Source: an optimization exercise on an open RTL-to-GDS flow (aim: a short achievable clock period and few clock cycles). Production flows keep margins and buffers that such runs may drop.
In this exercise RTL edits were held to simulation tests only and were not proved equivalent to the original.
Power figures rest on the tool's default switching activity, not on a simulated workload.

## north
==> flow/design.v (excerpt) <==
module MULTI_CYCLE_PROCESSOR#(parameter INSTRUCTION_LEN = 16, INSTRUCTION_MEM_SIZE = 8, DATA_LEN = 16)(input clk ,input reset, output reg [DATA_LEN-1:0] res,
	output [INSTRUCTION_MEM_SIZE-1:0] imem_addr, input [INSTRUCTION_LEN-1:0] imem_data,
	output [4:0] dmem_addr, input [DATA_LEN-1:0] dmem_rdata, output [DATA_LEN-1:0] dmem_wdata, output dmem_we);
For scale: ~2600 cells after synthesis, about 80 I/O pins, about 27000 um2 of cells after synthesis.
Settings: LEC_CHECK=0, CAP_MARGIN=20, CORE_MARGIN=2, CORE_UTILIZATION=30, SLEW_MARGIN=20, TNS_END_PERCENT=100; clock period 8.0 ns.
standard.sh (not shown) runs the stock make flow with config.mk's settings and CLKGATE_MAP_FILE= SYNTH_SCRIPT=/design/flow/synth_recipe.tcl, a recipe that flattens the netlist after the stock synthesis.
==> flow/flow/run.sh <==
#!/bin/bash
set -euo pipefail
export BUFFER_PORTS_ARGS="-buffer_cell sky130_fd_sc_hd__buf_4"
export SETUP_SLACK_MARGIN=5.5
bash standard.sh > standard.log 2>&1
Every stage of the flow completed for north, and the final layout passed the timing, DRC and antenna checks.
Testbench counts of north, summed over its fixed seeds: cycles 58,057.
Relative to north, the following input files were edited for south:
Settings: CORE_UTILIZATION now 45, was 30.
Notes after the runs:
Diff north..south | arrival time of the worst setup path | negligible
Summary of south over north: gate count of the mapped netlist roughly the same, worst path buffer plus inverter count higher, combinational power lower, net count reported at finish lower.
Compared to north, south has number of gates given a new drive strength after cts about 1.8% lower.

========
the reference run:
Another version of the RTL of MULTI_CYCLE_PROCESSOR (not shown whole).
Size: roughly 2700 cells after synthesis, ~440 flip-flops, about 80 I/O pins.
clock: 8.0 ns
lec_check: 0
cap_margin: 20
core_margin: 2
core_utilization: 30
slew_margin: 20
tns_end_percent: 100
Scripts as last shown in full above: flow/flow/run.sh
Testbench counts of the reference run, summed over its fixed seeds: cycles 58,057.
#### Input delta (the trial run over the reference run)
- SETUP_SLACK_MARGIN newly set to 5
==> flow/run.sh (new file) <==
#!/bin/bash
# synth_recipe.tcl (not shown) runs the flow's synth.tcl, then flattens the netlist and writes it again
# the make line also repeats each setting of config.mk as NAME=value (left out here)
make -C /OpenROAD-flow-scripts/flow DESIGN_CONFIG=/design/flow/config.mk WORK_HOME=/design/flow/orfs CLKGATE_MAP_FILE= SYNTH_SCRIPT=/design/flow/synth_recipe.tcl finish
removed: flow/flow/run.sh
removed: flow/standard.sh
### Flow results
- Re sequential power: the trial run is about 2% down on the reference run.
- The power consumption in the trial run sits 12% below the value recorded for the reference run.
- Taking the trial run as 1.0, the reference run lands at 1.07 on via count of the first global-routing pass.
- The layout filler cell count in the trial run is 1.09 times that in the reference run.
- The trial run: full flow OK, the timing, DRC and antenna checks passed
- Power density of the placed cells of the trial run exceeds that of the reference run by a few percent.
- Core util | the trial run vs the reference run | the trial run lower
- Comparing the reference run and the trial run, share of the final layout cell area in sequential cells is lower on the reference run.
- Final hold slack, the reference run and the trial run: higher on the reference run

========
The RTL this note starts from:
==> flow/design.v <==
module MULTI_CYCLE_PROCESSOR#(parameter INSTRUCTION_LEN = 16, INSTRUCTION_MEM_SIZE = 8, DATA_LEN = 16)(input clk ,input reset, output reg [DATA_LEN-1:0] res,
	output [INSTRUCTION_MEM_SIZE-1:0] imem_addr, input [INSTRUCTION_LEN-1:0] imem_data,
	output [4:0] dmem_addr, input [DATA_LEN-1:0] dmem_rdata, output [DATA_LEN-1:0] dmem_wdata, output dmem_we);
	reg [7:0]  pc_f;                  
	reg        v_e, pred_e;           
	reg [1:0]  fn_e;
	reg        sub_e;                 
	reg        r_e, br_e, ld_e, st_e;
	reg [3:0]  rd_e, off_e;
	reg [15:0] wr_e, lw_e;            
	reg [7:0]  pc_e;
	reg [15:0] a_e, b_e;              
	reg        pa_e, pb_e;            
	reg        sa_f, sa_r;            
	reg        sb_p, sb_n, sb_r;      
	reg        lb_e;                  
	reg [15:0] fw_p, fw_n;            
	reg        w_pend;                
	reg [15:0] wr_w;                  
	reg        m_we;                  
	reg        m_ld;                  
	reg [15:0] m_lw;                  
	reg [3:0]  m_rd;
	reg [4:0]  m_addr;
	reg [15:0] m_wdata;
	reg [15:0] rf [0:15];
	assign imem_addr  = pc_f;
	assign dmem_addr  = m_addr;
	assign dmem_wdata = m_wdata;
	assign dmem_we    = m_we;
	wire [15:0] a_op = ({16{sa_f}} & fw_p) | ({16{sa_r}} & a_e);
	wire [15:0] b_op = ({16{sb_p}} & fw_p) | ({16{sb_n}} & fw_n) | ({16{sb_r}} & b_e);
	wire [15:0] gg = a_op & b_op;
	wire [15:0] t = a_op | b_op;
	wire [15:0] p = a_op ^ b_op;
	wire [15:0] x0 = {gg[15:1], gg[0] | sub_e};
	wire [15:0] y0 = {t[14:0], 1'b0};
	wire [15:0] x1, y1, x2, y2, x3, y3, x4;
	genvar k;
	generate
		for (k = 0; k < 16; k = k + 1) begin : lp
			if (k >= 1) begin : l1
				assign x1[k] = x0[k] | (y0[k] & x0[k-1]);
				assign y1[k] = y0[k] & y0[k-1];
			end else begin : l1n
				assign x1[k] = x0[k];
				assign y1[k] = y0[k];
			end
			if (k >= 2) begin : l2
				assign x2[k] = x1[k] | (y1[k] & x1[k-2]);
				assign y2[k] = y1[k] & y1[k-2];
			end else begin : l2n
				assign x2[k] = x1[k];
				assign y2[k] = y1[k];
			end
			if (k >= 4) begin : l3
				assign x3[k] = x2[k] | (y2[k] & x2[k-4]);
				assign y3[k] = y2[k] & y2[k-4];
			end else begin : l3n
				assign x3[k] = x2[k];
				assign y3[k] = y2[k];
			end
			if (k >= 8) begin : l4
				assign x4[k] = x3[k] | (y3[k] & x3[k-8]);
			end else begin : l4n
				assign x4[k] = x3[k];
			end
		end
	endgenerate
	wire [15:0] cy = t & x4;          
	wire [15:0] sum = p ^ {cy[14:0], sub_e};
	wire [15:0] alu = fn_e[1] ? (fn_e[0] ? (a_op & b_op) : (a_op | b_op)) : sum;
	wire w_e = v_e & r_e;             
	wire cond = sum[15];
	reg [7:0] tgt;
	always @* begin
		case (fn_e)
			2'd0: tgt = pc_e + {4'd0, off_e};
			2'd1: tgt = pc_e - {4'd0, off_e};
			2'd2: tgt = pc_e | {4'd0, off_e};
			default: tgt = pc_e & {4'd0, off_e};
		endcase
	end
	wire [7:0] pc_e1 = pc_e + 8'd1;
	wire chk = v_e & br_e;            
	function [4:0] mop(input [1:0] fn, input [3:0] off, input [4:0] base);
		case (fn)
			2'd0: mop = {1'b0, off} + base;
			2'd1: mop = {1'b0, off} - base;
			2'd2: mop = {1'b0, off} | base;
			default: mop = {1'b0, off} & base;
		endcase
	endfunction
	wire [4:0] base_r = ld_e ? b_e[4:0] : a_e[4:0];
	wire       base_f = ld_e ? pb_e : pa_e;
	wire [4:0] maddr_r = mop(fn_e, off_e, base_r);
	wire [4:0] maddr_f = mop(fn_e, off_e, fw_p[4:0]);
	wire [4:0] maddr = base_f ? maddr_f : maddr_r;
	wire [15:0] ins = imem_data;
	wire [1:0] opc_f = ins[15:14];
	wire [3:0] f1_f = ins[11:8];
	wire [3:0] f2_f = ins[7:4];
	wire [3:0] f3_f = ins[3:0];
	wire r_f  = (opc_f == 2'd0);
	wire br_f = (opc_f == 2'd1);
	wire ld_f = (opc_f == 2'd2);
	wire st_f = (opc_f == 2'd3);
	wire sub_f = br_f | (r_f & (ins[13:12] == 2'd1));
	wire ea_f = w_e & (rd_e == f2_f);           
	wire eb_f = w_e & (rd_e == f3_f);
	wire la_f = v_e & ld_e & (rd_e == f2_f);    
	wire lb_f = v_e & ld_e & (rd_e == f3_f);
	wire stall = la_f | (lb_f & ~st_f);
	wire [15:0] rv [0:15];
	genvar g;
	generate
		for (g = 0; g < 16; g = g + 1) begin : rvw
			assign rv[g] = (w_pend & wr_w[g]) ? res : rf[g];
		end
	endgenerate
	wire ma_f = m_ld & (m_rd == f2_f);
	wire mb_f = m_ld & (m_rd == f3_f);
	wire [15:0] ra = ma_f ? dmem_rdata : rv[f2_f];
	wire [15:0] rb = mb_f ? dmem_rdata : rv[f3_f];
	wire pred_f = (ins[15:12] == 4'b0101);
	wire [4:0] lo_m = {1'b0, pc_f[3:0]} - {1'b0, f1_f};
	wire [3:0] hi_m1 = pc_f[7:4] - 4'd1;
	wire [7:0] pc_back = {lo_m[4] ? hi_m1 : pc_f[7:4], lo_m[3:0]};
	wire [7:0] pc_f1 = pc_f + 8'd1;
	wire [7:0] pc_seq = stall ? pc_f : (pred_f ? pc_back : pc_f1);
	wire [7:0] pc_if_t  = (chk & ~pred_e) ? tgt   : pc_seq;
	wire [7:0] pc_if_nt = (chk &  pred_e) ? pc_e1 : pc_seq;
	wire [7:0] pc_next  = cond ? pc_if_t : pc_if_nt;
	wire mispredict = chk & (cond ^ pred_e);
	always @(posedge clk or negedge reset) begin
		if (~reset) begin
			pc_f   <= 8'd0;
			v_e    <= 1'b0;
			w_pend <= 1'b0;
			m_ld   <= 1'b0;
			m_we   <= 1'b0;
			res    <= 16'd0;
		end else begin
			pc_f   <= pc_next;
			v_e    <= ~stall & ~mispredict;
			w_pend <= w_e;
			m_ld   <= v_e & ld_e;
			m_we   <= v_e & st_e;
			if (w_e)
				res <= alu;
		end
	end
	integer i;
	always @(posedge clk) begin
		fw_p   <= alu;
		fw_n   <= ~alu;
		pred_e <= pred_f;
		fn_e   <= ins[13:12];
		sub_e  <= sub_f;
		r_e    <= r_f;
		br_e   <= br_f;
		ld_e   <= ld_f;
		st_e   <= st_f;
		rd_e   <= f1_f;
		for (i = 0; i < 16; i = i + 1) begin
			wr_e[i] <= r_f  & (f1_f == i);
			lw_e[i] <= ld_f & (f1_f == i);
			m_lw[i] <= v_e & lw_e[i];
		end
		off_e  <= ld_f ? f2_f : f1_f;
		pc_e   <= pc_f;
		a_e    <= ra;
		b_e    <= sub_f ? ~rb : rb;
		pa_e   <= ea_f;
		pb_e   <= eb_f;
		sa_f   <= ea_f;
		sa_r   <= ~ea_f;
		sb_p   <= eb_f & ~sub_f;
		sb_n   <= eb_f & sub_f;
		sb_r   <= ~eb_f;
		lb_e   <= lb_f;
		wr_w   <= wr_e;
		m_rd   <= rd_e;
		m_addr  <= maddr;
		m_wdata <= lb_e ? dmem_rdata : b_op;
	end
	always @(posedge clk or negedge reset) begin
		if (~reset)
			rf[0] <= 16'd0;
		else if (w_pend & wr_w[0])
			rf[0] <= res;
		else if (m_lw[0])
			rf[0] <= dmem_rdata;
	end
	generate
		for (g = 1; g < 16; g = g + 1) begin : rfw
			always @(posedge clk) begin
				if (w_pend & wr_w[g])
					rf[g] <= res;
				else if (m_lw[g])
					rf[g] <= dmem_rdata;
			end
		end
	endgenerate
endmodule
==> flow/config.mk <==
export PLATFORM = sky130hd
export DESIGN_NAME = MULTI_CYCLE_PROCESSOR
export DESIGN_NICKNAME = MULTI_CYCLE_PROCESSOR
export VERILOG_FILES = /design/flow/design.v
export SDC_FILE = /design/flow/constraint.sdc
export NUM_CORES = 4
export LEC_CHECK = 0
export CAP_MARGIN = 20
export CORE_MARGIN = 2
export CORE_UTILIZATION = 45
export SLEW_MARGIN = 20
export TNS_END_PERCENT = 100
==> flow/constraint.sdc <==
create_clock -name core_clock -period 8.0 [get_ports {clk}]
set_input_delay 1.6000 -clock core_clock [delete_from_list [all_inputs] [get_ports {clk}]]
set_output_delay 1.6000 -clock core_clock [all_outputs]
set_load 0.01 [all_outputs]
==> flow/flow/run.sh <==
#!/bin/bash
set -euo pipefail
export BUFFER_PORTS_ARGS="-buffer_cell sky130_fd_sc_hd__buf_4"
export SETUP_SLACK_MARGIN=5.5
bash standard.sh > standard.log 2>&1
The first run passed the timing, DRC and antenna checks.
Testbench counts at the start, summed over its fixed seeds: cycles 58,057.
Next try:
--- a/flow/config.mk
+++ b/flow/config.mk
@@ -10 +10 @@
-export CORE_UTILIZATION = 45
+export CORE_UTILIZATION = 30
What happened: Combinational power goes down by 7.4%; die area goes up by about 50%; final area goes down by 4.0%; count of clock-buffer cells in the layout goes up by 2; routed wire length goes down by 6.5%; cell count goes up by about 8%; non-clock buffer count goes down by 90; worst setup slack is about the same; via count goes down by about 3%; synthesized cell count does not change; worst hold slack got worse by 0.0039 ns.

-- separate check: timing with driven ports --
The flow's constraints put no driver on any port. The routed layouts listed below were extracted and timed again, unchanged, in two steps.
Step 1 sets driving cells, clkbuf_16 on the clock port and buf_2 on the other inputs (assumed; they add their load-dependent delay and slew).
Step 2 adds t to the input delays and takes it off the output delays; t is the mean of the earliest and latest rising clock arrival at the registers after step 1. Input paths then give back, and output paths get back, about the clock's delay inside the block.
a / b / c = no drivers / after step 1 / after step 2; a / b = the first two.
run	shift t [ns]	slack for setup (ns)	worst setup path at the end	worst data-port slew with drivers (ns)
north	0.702	5.076 / 5.078 / 4.377	input to register	0.15
south	0.691	5.039 / 4.997 / 4.306	input to register	0.20
the reference run	0.678	5.050 / 5.015 / 4.542	input to register	0.19
the trial run	0.659	4.888 / 4.888 / 4.325	input to register	0.15
the first run of note 3	0.688	5.061 / 4.998 / 4.497	input to register	0.14
the second run of note 3	0.710	5.063 / 4.991 / 4.420	input to register	0.14
After both steps every run listed still meets setup and hold. For south, which loses most, drivers alone change the setup slack by -0.042 ns; drivers and shift together by -0.733 ns.
